What follows belongs to an exercise in optimizing a design on an open flow for a short achievable clock period and few clock cycles; a production flow would make more cautious choices. At most, simulation tests tie the RTL to the original design; equivalence was not proved. Power is estimated from default activity; no workload was simulated.

==> flow/design.v (excerpt) <==
module cpu_8b(
    input wire clk,
    input wire rst,
    output wire halt,
    output wire mem_we,
    output wire [7:0] mem_addr,
    output wire [7:0] mem_wdata,
    input wire [7:0] mem_rdata
);
For scale: ~1000 cells after synthesis, about 28 I/O pins, roughly 0.0080 mm^2 of cells after synthesis.
clock: 5.0 ns
lec_check: 0
cap_margin: 20
cell_pad_in_sites_detail_placement: 0
cell_pad_in_sites_global_placement: 0
core_margin: 2
core_utilization: 40
gpl_timing_driven: 1
setup_slack_margin: 3.3
slew_margin: 20
synth_hierarchical: 1
tns_end_percent: 100
run.sh (not shown) runs the stock make flow with config.mk's settings and CLKGATE_MAP_FILE= SYNTH_SCRIPT=/design/flow/synth_recipe.tcl, a recipe that flattens the netlist after the stock synthesis.
Testbench counts at the start, summed over its fixed seeds: cycles 36,310.
Change:
- CELL_PAD_IN_SITES_DETAIL_PLACEMENT: 0 -> not set
- CELL_PAD_IN_SITES_GLOBAL_PLACEMENT: 0 -> not set
- CORE_UTILIZATION: 40 -> 55
- GPL_TIMING_DRIVEN: 1 -> not set
The new run went through all stages and came out clean.
Fmax falls by 9.2%.
Clock-buffer cell count falls by 2.
Area after synthesis stays the same.
Die area falls by 27%.
Core utilization rises by 26 points.
Total power rises by 10%.
Combinational power rises by 24%.
Worst setup slack gets worse by 0.20 ns.
Hold slack gets better by 0.010 ns.
Routed wire length rises by 16%.
Final cell count falls by 1.9%.
Change:
- CORE_UTILIZATION: 55 -> 40
Outcome: Sequential power hardly moves. Combinational power falls by 20%. Fmax rises by 10%. Worst hold slack is worse by 0.010 ns. Routed wire length falls by 14%. Register-to-register slack is better by 0.20 ns. Total power falls by 9.3%.

========
JK:
Another version of the RTL of cpu_8b (not shown whole).
For scale: about 480 cells after synthesis, about 28 I/O pins, ~3800 um2 of cells after synthesis.
clock: 5.0 ns
lec_check: 0
cap_margin: 20
core_margin: 2
core_utilization: 40
slew_margin: 20
JK: full flow OK, the timing, DRC and antenna checks passed
Relative to JK, the following input files were edited for AL:
diff --git a/flow/config.mk b/flow/config.mk
--- a/flow/config.mk
+++ b/flow/config.mk
@@ -6,6 +6,9 @@
 export NUM_CORES = 4
 export LEC_CHECK = 0
+export ABC_CLOCK_PERIOD_IN_PS = 1500
 export CAP_MARGIN = 20
 export CORE_MARGIN = 2
 export CORE_UTILIZATION = 40
+export SETUP_SLACK_MARGIN = 3.3
 export SLEW_MARGIN = 20
+export TNS_END_PERCENT = 100
## What came out
AL finished every step from synthesis to the final layout, and the layout passed the timing, DRC and antenna checks. [compare] base=JK new=AL: cell count after synthesis saw little to no change, clock latency on the worst-skew pair flat, total wirelength of the detailed-routed design climbed about 20%. AL vs. JK: instance area at placement went up by 170 um2. Summary — fraction of area in non-clock buffers, AL relative to JK: higher, by 8.0 points. Between JK and AL, the flow reports sum of internal, switching and leakage power increasing by more than 10%.
No functional check of the RTL was part of any run of this note.

========
red:
Another version of the RTL of cpu_8b (not shown whole).
Size: ~80 flip-flops, roughly 28 I/O pins.
## cpu_8b
module cpu_8b(
    input wire clk,
    input wire rst,
    output wire halt,
    output wire mem_we,
    output wire [7:0] mem_addr,
    output wire [7:0] mem_wdata,
    input wire [7:0] mem_rdata
);
Settings: LEC_CHECK=0, CAP_MARGIN=20, CORE_MARGIN=2, CORE_UTILIZATION=40, SETUP_SLACK_MARGIN=3.3, SLEW_MARGIN=20, SYNTH_HIERARCHICAL=1, TNS_END_PERCENT=100; clock period 5.0 ns.
red ended with every stage complete and zero timing, DRC or antenna violations.
Input changes introduced in blue (baseline for comparison: red):
Settings: changing SETUP_SLACK_MARGIN from 3.3 to 3.0; setting PLACE_DENSITY to 0.7 for the first time; changing CORE_UTILIZATION from 40 to 60.
[summary]
blue vs red, instance count: blue lower
For the non-clock buffer contribution to total cell area, blue came in 0.48 points higher than red did.
Going from red to blue, combinational share of power increased by 0.2 points relative to the old numbers, count of non-CTS buffers in the layout increased by 4 relative to the old numbers, synthesis-to-finish area growth decreased by 0.94 points relative to the old numbers, part of the total power dissipated in the clock network increased by 0.5 points relative to the old numbers.
Diff red -> blue: area occupied by registers now smaller; setup slack shows a reduction of 74 ps.
Route | blue vs red | wire longer in blue
Global routing usage on met1 sits higher in blue than in red.
The max-slew headroom at the worst pin of blue was superior to that of red.
No run of this note included a check of the RTL's function; only the layout flow was run.

========
main:
Another version of the RTL of cpu_8b (not shown whole).
For scale: roughly 110 flip-flops, ~28 I/O pins, about 0.0072 sq mm of cells after synthesis.
// cpu_8b
module cpu_8b(
    input wire clk,
    input wire rst,
    output wire halt,
    output wire mem_we,
    output wire [7:0] mem_addr,
    output wire [7:0] mem_wdata,
    input wire [7:0] mem_rdata
);
    reg [7:0] ra, rb;
    reg [7:0] res;        
    reg halted;
    reg [7:0] ir;         
    reg irv;
    reg [7:0] ipc;        
    reg [7:0] ipc1;       
    reg [7:0] ib;         
    reg ibv;
    reg [7:0] aq;         
    reg we;
    reg [7:0] wdata;
    reg pki;              
    reg pa, pb;           
    reg rki;              
    reg la, lb;           
    reg [7:0] rpc;
    reg [7:0] fp;         
    reg jf;               
    assign halt = halted;
    assign mem_we = we;
    assign mem_addr = aq;
    assign mem_wdata = wdata;
    reg [16:0] dv;
    wire [16:0] dv_ib, dv_rd;
    cpu_dec dec_ib(.i(ib), .d(dv_ib));
    cpu_dec dec_rd(.i(mem_rdata), .d(dv_rd));
    wire [3:0] off = ir[3:0];
    wire is_add = dv[0];
    wire is_and = dv[1];
    wire is_not = dv[2];
    wire is_alu = dv[3];
    wire is_ld = dv[4];
    wire is_st = dv[5];
    wire is_jmp = dv[6];
    wire is_jz = dv[7];
    wire is_halt = dv[8];
    wire reads_a = dv[9];
    wire reads_b = dv[10];
    wire fwd_ok = dv[11];
    wire o0 = dv[12];
    wire o1 = dv[13];
    wire o2 = dv[14];
    wire o3 = dv[15];
    wire x32 = dv[16];
    wire zf = (res == 8'd0);
    wire taken = is_jmp | (is_jz & zf);
    reg fl;
    wire irv_e = irv & ~fl;
    wire ibv_e = ibv & ~fl;
    wire rki_e = rki & ~fl;
    wire stall = (pa & reads_a) | (pb & reads_b) |
                 (((la & reads_a) | (lb & reads_b)) & ~fwd_ok);
    wire ex = irv_e & ~halted & ~stall;
    wire [7:0] va = la ? mem_rdata : ra;
    wire [7:0] vb = lb ? mem_rdata : rb;
    wire [7:0] r4 = ir[4] ? vb : va;
  ...
Settings: LEC_CHECK=0, CAP_MARGIN=20, CORE_MARGIN=2, CORE_UTILIZATION=40, SETUP_SLACK_MARGIN=2.9, SLEW_MARGIN=20, TNS_END_PERCENT=100; clock period 5.0 ns.
Testbench counts of main, summed over its fixed seeds: cycles 36,310.
Edits applied to the flow inputs when going from main to the feature branch:
Settings: SYNTH_HIERARCHICAL newly set to 1; SETUP_SLACK_MARGIN changed from 2.9 to 3.3.
Findings:
Compared with main, the feature branch shows number of non-clock inverters in the layout higher by 6.
Diff main -> the feature branch: hold slack barely changed, initial detailed-routing violation count climbed 2.8%, number of antenna violations at the first check in global routing dropped 1, combinational power climbed about 100%.
Row die area: the feature branch higher / main lower
Summary of the feature branch over main: number of clock buffer instances in the layout went up, reported net switching power went up.

[what the ideal ports hide]
In the flow no input, the clock included, has a driving cell. The finished layouts below were timed again as built, in two steps. Step 1 assumes that a clkbuf_16 drives the clock port and a buf_2 every other input. Step 2 times the ports against the registers' clock, not the clock port: input delays grow and output delays shrink by t, the midpoint of the rising clock arrivals with the driver on. Three values: no drivers, after step 1, after step 2; two values: the first two.
run | shift t [ns] | setup WS [ns] | worst data-port slew with drivers (ns)
the first run of note 1 | 0.475 | 3.003 / 2.955 / 2.604 | 0.05
the second run of note 1 | 0.481 | 2.800 / 2.800 / 2.435 | 0.14
the third run of note 1 | 0.475 | 3.003 / 2.955 / 2.604 | 0.05
JK | 0.329 | 1.087 / 1.064 / 0.735 | 0.06
AL | 0.342 | 1.945 / 1.929 / 1.587 | 0.06
red | 0.391 | 2.400 / 2.205 / 1.814 | 0.36
blue | 0.388 | 2.326 / 2.106 / 1.719 | 0.38
main | 0.399 | 2.780 / 2.780 / 2.557 | 0.03
the feature branch | 0.404 | 2.876 / 2.876 / 2.668 | 0.05
After both steps setup and hold are still met in every run listed. For blue, which loses most, drivers alone change the setup slack by -0.220 ns; drivers and shift together by -0.607 ns.
